Background: an optimization exercise with open tools, aiming at small area, a short achievable clock period and few clock cycles per item. Do not read the settings as production practice. Function was not checked in any run shown here: the RTL went through the layout flow alone.

==> flow/design.v, too long to show whole: its modules and the start of the top module <==
// module SNN: 1688 lines
// module FA: 3 lines
// module ADD8: 3 lines
// module ADD8P1: 3 lines
module SNN(
	clk,
	rst_n,
	in_valid,
	img,
	ker,
	weight,
	out_valid,
	out_data
);
  // ...
==> flow/flow/run.sh <==
#!/bin/bash
set -o pipefail
cp standard.sh standard_sh.log
export BUFFER_PORTS_ARGS="-buffer_cell sky130_fd_sc_hd__buf_2"
bash standard.sh > standard.log 2>&1
==> flow/standard.sh <==
#!/bin/bash
# synth_recipe.tcl (not shown) runs the flow's synth.tcl, then flattens the netlist and writes it again
# the make line also repeats each setting of config.mk as NAME=value (left out here)
make -C /OpenROAD-flow-scripts/flow DESIGN_CONFIG=/design/flow/config.mk WORK_HOME=/design/flow/orfs CLKGATE_MAP_FILE= SYNTH_SCRIPT=/design/flow/synth_recipe.tcl "${@:-finish}"
==> flow/config.mk <==
export PLATFORM = sky130hd
export DESIGN_NAME = SNN
export DESIGN_NICKNAME = SNN
export VERILOG_FILES = /design/flow/design.v
export SDC_FILE = /design/flow/constraint.sdc
export NUM_CORES = 4
export LEC_CHECK = 0
export CAP_MARGIN = 20
export CORE_MARGIN = 2
export CORE_UTILIZATION = 40
export SLEW_MARGIN = 20
export SYNTH_HIERARCHICAL = 1
==> flow/constraint.sdc <==
create_clock -name core_clock -period 25.0 [get_ports {clk}]
set_input_delay 5.0000 -clock core_clock [delete_from_list [all_inputs] [get_ports {clk}]]
set_output_delay 5.0000 -clock core_clock [all_outputs]
set_load 0.01 [all_outputs]
==> impl_metrics.yaml, run 1 <==
final_layout:
  nNonClkInverters: 291
  reg.largest.list: "cs0 x18, cs1 x18"
  clkbuf_count: 58
  buf_share: 0.00606
  area_delta_synth_final_pct: 7.92
  fin_cells: 3861
  fillers: 7579
grt:
  grtUsageMet1: 0.256
  grt_pass1_wl_mm: 128
yosys:
  synth_edf_count: 162
  synth-main-ff-cell: "dfxtp_1"
  yosys.area_share.adder: 0.482
  synth_top_area_frac: 0.419
  synthDistinctLibCells: 70
  syn_avg_cell_area_sq_um: 11.7
  ys_ff_latch: 392
sta:
  clock_skew_ns: 0.0211
  worst_pin_slew_ns: 0.896
  fin_hold_ws_ns: 0.319
clocking:
  cts_tree: "built"
  htree_levels: 2
detailed_routing:
  drtIter0Drc: 1172
  viasPerCell: 5.15
  met1Wirelength_mm: 32.5
  drcViolationCount: 0
die:
  fp.coreArea_sq_um: 81700
  die_w_microns: 291
  pin_count: 38
setup_path:
  worstPathCellList: "inv_1 -> fa_1 -> fa_1 -> fa_1 -> fa_1 -> inv_1 -> ha_1 -> fa_1 -> a21o_1 -> a21o_1 -> a21o_1 -> a21o_1 -> a21o_1 -> a21oi_1 -> xnor2_1 -> xnor2_1 -> a21boi_1"
  reg2reg_depth: 17
  cp.depth: 17
status:
  status: "finished clean"
hold_path:
  hold_end: "sr4[3]"
  whs_path_depth: 0
==> run 2: changes to the inputs <==
--- a/flow/config.mk
+++ b/flow/config.mk
@@ -5,8 +5,8 @@
 export SDC_FILE = /design/flow/constraint.sdc
 export NUM_CORES = 4
 export LEC_CHECK = 0
-export CAP_MARGIN = 20
+export CAP_MARGIN = 70
 export CORE_MARGIN = 2
 export CORE_UTILIZATION = 40
-export SLEW_MARGIN = 20
+export SLEW_MARGIN = 85
 export SYNTH_HIERARCHICAL = 1
==> impl_metrics.yaml, run 2 <==
grt:
  met3_usage: 0.0239
  grt_max_degree: 26
  grt_pass1_vias: 23600
  grt_usage: 0.197
  grt_pass1_wl_mm: 130
  top_usage_layer: "met2"
  grtUsageMet2: 0.338
  grt_overflow_total: 0
  antenna_found_initial: 1
  grtUsageMet1: 0.259
die:
  rows: 105
  start_util: 0.403
  die_area_sq_um: 84600
  fp.coreArea_sq_um: 81700
  die_w_microns: 291
  die_h_microns: 291
  pin_count: 38
setup_path:
  cp.depth: 36
  startpoint_type: "flip-flop"
  crit_start: "di_k"
  arrival_ns: 13.25
  cp_common_cell: "clkdlybuf4s50_1"
  r2r-end: "out_data[3]"
  timing.rr.start: "di_k"
  required_ns: 25.46
  r2r_setup_slack_ns: 12.21
  cp-end-kind: "flip-flop"
  crit_fanout: 8
  crit_path_max_incr_delay_ns: 0.55
  reg2reg_depth: 36
  endpoint: "out_data[3]"
  crit_slowest_cell: "clkdlybuf4s50_1"
  path_class: "flip-flop to flip-flop"
  critical_path_buf_inv_count: 20
  crit_family: "buffers and inverters"
clocking:
  hold_buffers: 0
  cts_tree: "built"
  cts_resized: 0
  clkTransAtPathRegs_ns: 0.06
  numCtsBuffers: 46
  cts.path.max_buffers: 3
  post_cts_buffers: 0
  clock-sinks: 392
  htree_levels: 2
  clkLatencyLatePin_ns: 0.59
  root_buffer: "clkbuf_16"
sta:
  clock_skew_ns: 0.0165
  fin_hold_ws_ns: 0.323
  hold_viol_final: 0
  final_max_slew_viol_count: 0
  rsz0062_at_grt: "no"
  setup_slack_ns: 12.21
  timing.fmax_mhz: 78.2
  finalSetupViolations: 0
  layout_min_cycle_time_ns: 12.79
  slew-limit-headroom: 0.825
  tns_ns: 0
  worst_pin_slew_ns: 0.262
  min_period_over_period: 0.512
final_layout:
  diodes: 0
  layout-drive-gt1-share: 0.174
  layout_common_cells: "685 x fa_1, 641 x nand2_1, 279 x inv_1, 162 x edfxtp_1, 142 x ha_1"
  area_delta_synth_final_pct: 16.2
  layout_commonest_cell: "fa_1"
  finalNetCount: 3898
  reg.largest.list: "cs0 x18, cs1 x18"
detailed_routing:
  drcViolationCount: 0
  drt-pass1-iter-count: 7
  routed_wl_mm: 81.4
  wl_per_cell_microns: 19.7
  antenna_left: 0
  drtIter0Drc: 1232
  viasPerCell: 5.03
  vias: 20800
placement:
  io_buffers: 37
  dp_hpwl_mm: 67.6
  globalplace.congestion: 0.875
  post-place-ws_ns: 14.71
yosys:
  synthDistinctLibCells: 70
  ys_ff_latch: 392
  synthSimpleGateAreaFrac: 0.107
  synth-main-ff-cell: "dfxtp_1"
  synth_fp_nets: 3692
  synth_top_family_by_area: "adder cells"
  synth_edf_count: 162
  syn_avg_cell_area_sq_um: 11.7
  syn_area_sq_um: 32900
  netlist_instances: 2812
  synthTopCellsByArea: "fa_1 42%, edfxtp_1 15%, dfxtp_1 12%"
  yosys.area.top_type: "fa_1"
  synthArstFlopShare: 0.0689
  synth_top_area_frac: 0.419
  synth-xor-area-share: 0.0200
  seq_area_frac_synth: 0.292
  yosysMostFrequentCell: "fa_1"
  yosys.area_share.adder: 0.482
  synthTopCellsByCount: "689 x fa_1, 646 x nand2_1, 290 x inv_1, 203 x dfxtp_1, 164 x ha_1"
  synth_mux_area_frac: 0.0128
  synth_compound_area_frac: 0.0368
  yosys_warnings: 7
run:
  maxCapViolCount: 0
status:
  status: "finished clean"
hold_path:
  whs_path_depth: 0
  hold_class: "flip-flop to flip-flop"
==> run 2: layer usage <==
| layer | vias up | wire [microns] |
|---|---|---|
| li1 | 9164 | - |
| met1 | 10800 | 33400 |
| met2 | 612 | 41000 |
| met3 | 144 | 4100 |
| met4 | 0 | 2880 |
| met5 | - | 0 |
==> run 2: worst min path at each step <==
stage,endpoint,startpoint
5_1_grt,sr11[3],sr10[3]
6_report,sr5[0],sr4[0]
2_1_floorplan,sr10[0],sr9[0]
3_5_place_dp,sr3[1],sr2[1]
3_3_place_gp,sr3[2],sr2[2]
4_1_cts,sr9[1],sr8[1]
==> run 2: kinds of logic (layout without fill, tap and decap cells) <==
kind of cell,count (synthesis),count (layout)
fa+ha+maj,853,853
simple gates,834,834
buf+inv,439,682
flops,392,392
compound gates,181,181
xor+xnor,75,75
mux,38,38
==> run 2: worst register-to-register path: cells and delay by family, from the launching register on <==
family	cells	cell delay [ns]
DFF	1	0.45
adders and majority gates	3	1.23
buffers and inverters	20	8.51
and+or+nand+nor	4	0.77
AOI/OAI and AO/OA	7	1.41
xor gates and xnor gates	2	0.29
==> run 2: cell type report <==
class                      instances  area (sq um)
fill                            7345         43500
tap                             1070          1340
clock inverter                    29           399
sequential                       392          9890
clock buffer                      56          1250
multi-input combinational       1981         22400
inverter                         291          1100
timing repair buffer             306          1800
==> run 2: modules after synthesis (local to each module, per instance) <==
module / cell area, sq um / cells inside / flip-flops and latches
SNN: 18700 / 2049 / 392
ADD8: 332 / 42 / 0
ADD8P1: 332 / 47 / 0
FA: 20.0 / 1 / 0
==> run 2: through the flow <==
step / utilization / instances / area (sq um)
2_1_floorplan: - / 2812 / 32900
3_3_place_gp: 0.415 / 3775 / 33900
3_5_place_dp: 0.440 / 4020 / 35900
4_1_cts: 0.460 / 4105 / 37600
5_1_grt: 0.468 / 4125 / 38200
6_report: 0.468 / 4125 / 38200
==> run 3: changes to the inputs <==
--- a/flow/config.mk
+++ b/flow/config.mk
@@ -5,8 +5,8 @@
 export SDC_FILE = /design/flow/constraint.sdc
 export NUM_CORES = 4
 export LEC_CHECK = 0
-export CAP_MARGIN = 70
+export CAP_MARGIN = 40
 export CORE_MARGIN = 2
 export CORE_UTILIZATION = 40
-export SLEW_MARGIN = 85
+export SLEW_MARGIN = 60
 export SYNTH_HIERARCHICAL = 1
==> impl_metrics.yaml, run 3 <==
die:
  rows: 105
  die_h_microns: 291
  pin_count: 38
  start_util: 0.403
  fp.coreArea_sq_um: 81700
  die_area_sq_um: 84600
  die_w_microns: 291
clocking:
  clkLatencyLatePin_ns: 0.61
  clock-sinks: 392
  numCtsBuffers: 47
  post_cts_buffers: 0
  cts_resized: 0
  cts.path.max_buffers: 3
  hold_buffers: 0
  clkTransAtPathRegs_ns: 0.06
  cts_tree: "built"
  root_buffer: "clkbuf_16"
  htree_levels: 2
sta:
  hold_viol_final: 0
  rsz0062_at_grt: "no"
  clock_skew_ns: 0.0649
  timing.fmax_mhz: 164
  final_max_slew_viol_count: 0
  finalSetupViolations: 0
  tns_ns: 0
  min_period_over_period: 0.244
  fin_hold_ws_ns: 0.310
  worst_pin_slew_ns: 0.621
  layout_min_cycle_time_ns: 6.11
  slew-limit-headroom: 0.585
placement:
  dp_cells: 3775
  io_buffers: 37
  globalplace.congestion: 0.875
  dp_hpwl_mm: 64.0
  postPlaceCellArea_sq_um: 33900
hold_path:
  hold_class: "flip-flop to flip-flop"
final_layout:
  layout_commonest_cell: "fa_1"
  layout-drive-gt1-share: 0.0687
  diodes: 0
  layout_common_cells: "689 x fa_1, 646 x nand2_1, 290 x inv_1, 190 x dfxtp_1, 164 x ha_1"
  design_area_sq_um: 35600
  area_delta_synth_final_pct: 8.31
  fillers: 7526
  finalNetCount: 3635
  fin_cells: 3864
  reg.largest.list: "cs0 x18, cs1 x18"
yosys:
  synthDistinctLibCells: 70
  yosysMostFrequentCell: "fa_1"
  synth_fp_nets: 3692
  synthArstFlopShare: 0.0689
  synth_edf_count: 162
  seq_area_frac_synth: 0.292
  ys_ff_latch: 392
  yosys.area.top_type: "fa_1"
  synthTopCellsByCount: "689 x fa_1, 646 x nand2_1, 290 x inv_1, 203 x dfxtp_1, 164 x ha_1"
  synthTopCellsByArea: "fa_1 42%, edfxtp_1 15%, dfxtp_1 12%"
  syn_area_sq_um: 32900
  synth_top_area_frac: 0.419
  syn_avg_cell_area_sq_um: 11.7
  yosys_warnings: 7
  netlist_instances: 2812
  synth-main-ff-cell: "dfxtp_1"
detailed_routing:
  vias: 19900
  wl_per_cell_microns: 20.5
  drt-pass1-iter-count: 5
  routed_wl_mm: 79.3
  viasPerCell: 5.14
  drtIter0Drc: 1303
  drcViolationCount: 0
  antenna_left: 0
grt:
  grt_pass1_vias: 22700
  grt_usage: 0.195
  grt_overflow_total: 0
  antenna_found_initial: 2
  grt_pass1_wl_mm: 128
  grt_max_degree: 48
setup_path:
  required_ns: 20.00
  crit_path_max_incr_delay_ns: 0.36
  arrival_ns: 1.11
  crit_fanout: 1
  crit_family: "flip-flops"
  cp-end-kind: "output port"
  crit_slowest_cell: "dfrtp_1"
  startpoint_type: "flip-flop"
  critical_path_buf_inv_count: 1
  worstPathCellList: "buf_2"
  path_class: "flip-flop to output port"
run:
  maxCapViolCount: 0
status:
  status: "finished clean"
-- run 3: cell counts after synthesis --
No cell type changed its count.
-- run 3: kinds of logic (layout without fill, tap and decap cells) --
logic type / count (synthesis) / count (layout) / synth area share
AO/OA/AOI/OAI: 181 / 181 / 0.0368
AND/OR/NAND/NOR: 834 / 834 / 0.107
adder cells (fa/ha/maj): 853 / 853 / 0.482
XOR/XNOR: 75 / 75 / 0.0200
multiplexers: 38 / 38 / 0.0128
flip-flops: 392 / 392 / 0.292
buffers and inverters: 439 / 421 / 0.0501
-- run 3: area by class of cell --
type,count,area (sq um),share of cell area
multi-input cells,1981,21700,0.609
flip-flops and latches,392,9620,0.270
well taps,1070,1340,0.0376
clock buffers,61,1340,0.0375
inverters,291,1090,0.0307
clock inverters,27,320,0.00899
repair buffers,42,233,0.00653
-- run 3: Yosys stat by module, one instance, submodules excluded --
module | flip-flops and latches | cell area, sq um
FA | 0 | 20.0
ADD8P1 | 0 | 332
SNN | 392 | 18700
ADD8 | 0 | 332
-- run 3: final timing paths --
kind                             start     endpoint  slack [ns]  cells past startpoint
setup / recovery           out_data[1]  out_data[1]       18.89                      1
hold / removal                 sr10[2]      sr11[2]        0.31                      0
setup reg to reg                 k7[3]    acc_hi[9]       19.23                     17
hold reg to reg                sr10[2]      sr11[2]        0.31                      0
max in group asynchronous        rst_n       cnt[2]       20.39                      1
min in group asynchronous        rst_n  out_data[5]        4.31                      1
-- run 3: per-stage QoR --
stage                util  worst slack (ns)
floorplan               -             19.18
finish              0.436             18.89
global route        0.436             18.84
global placement    0.415             18.66
CTS                 0.436             18.85
detailed placement  0.415             18.90
-- run 3: routing by layer --
metal  share of wire  track usage  vias to the layer above  wire length [microns]
met5               0            0                        -                      0
met4           0.036       0.0708                        0                   2840
met3           0.053       0.0298                      144                   4210
met2            0.50        0.329                      612                  39500
met1            0.41        0.255                    10500                  32700
li1                -            -                     8647                      -

-- port drivers added, routing unchanged --
Ports are ideal in the flow. The routed layouts listed here were re-timed in OpenROAD. Step 1: set_driving_cell puts a clkbuf_16 on clk and a buf_2 on each other input, an assumption about the parent block. Step 2 adds t to the input delays and takes it off the output delays; t is the mean of the earliest and latest rising clock arrival at the registers after step 1. Input paths then give back, and output paths get back, about the clock's delay inside the block. Three values: ideal, step 1, step 2; two values: the first two.
run | t, ns | setup slack, ns | worst slew at a driven data input, ns | pins driven straight from the clock port
run 1 | 0.653 | 18.687 / 18.687 / 18.687 | 0.06 | 1
run 2 | 0.647 | 12.210 / 12.210 / 12.210 | 0.07 | 1
run 3 | 0.637 | 18.894 / 18.835 / 19.218 | 0.06 | 1
After both steps setup and hold are still met in every run listed.
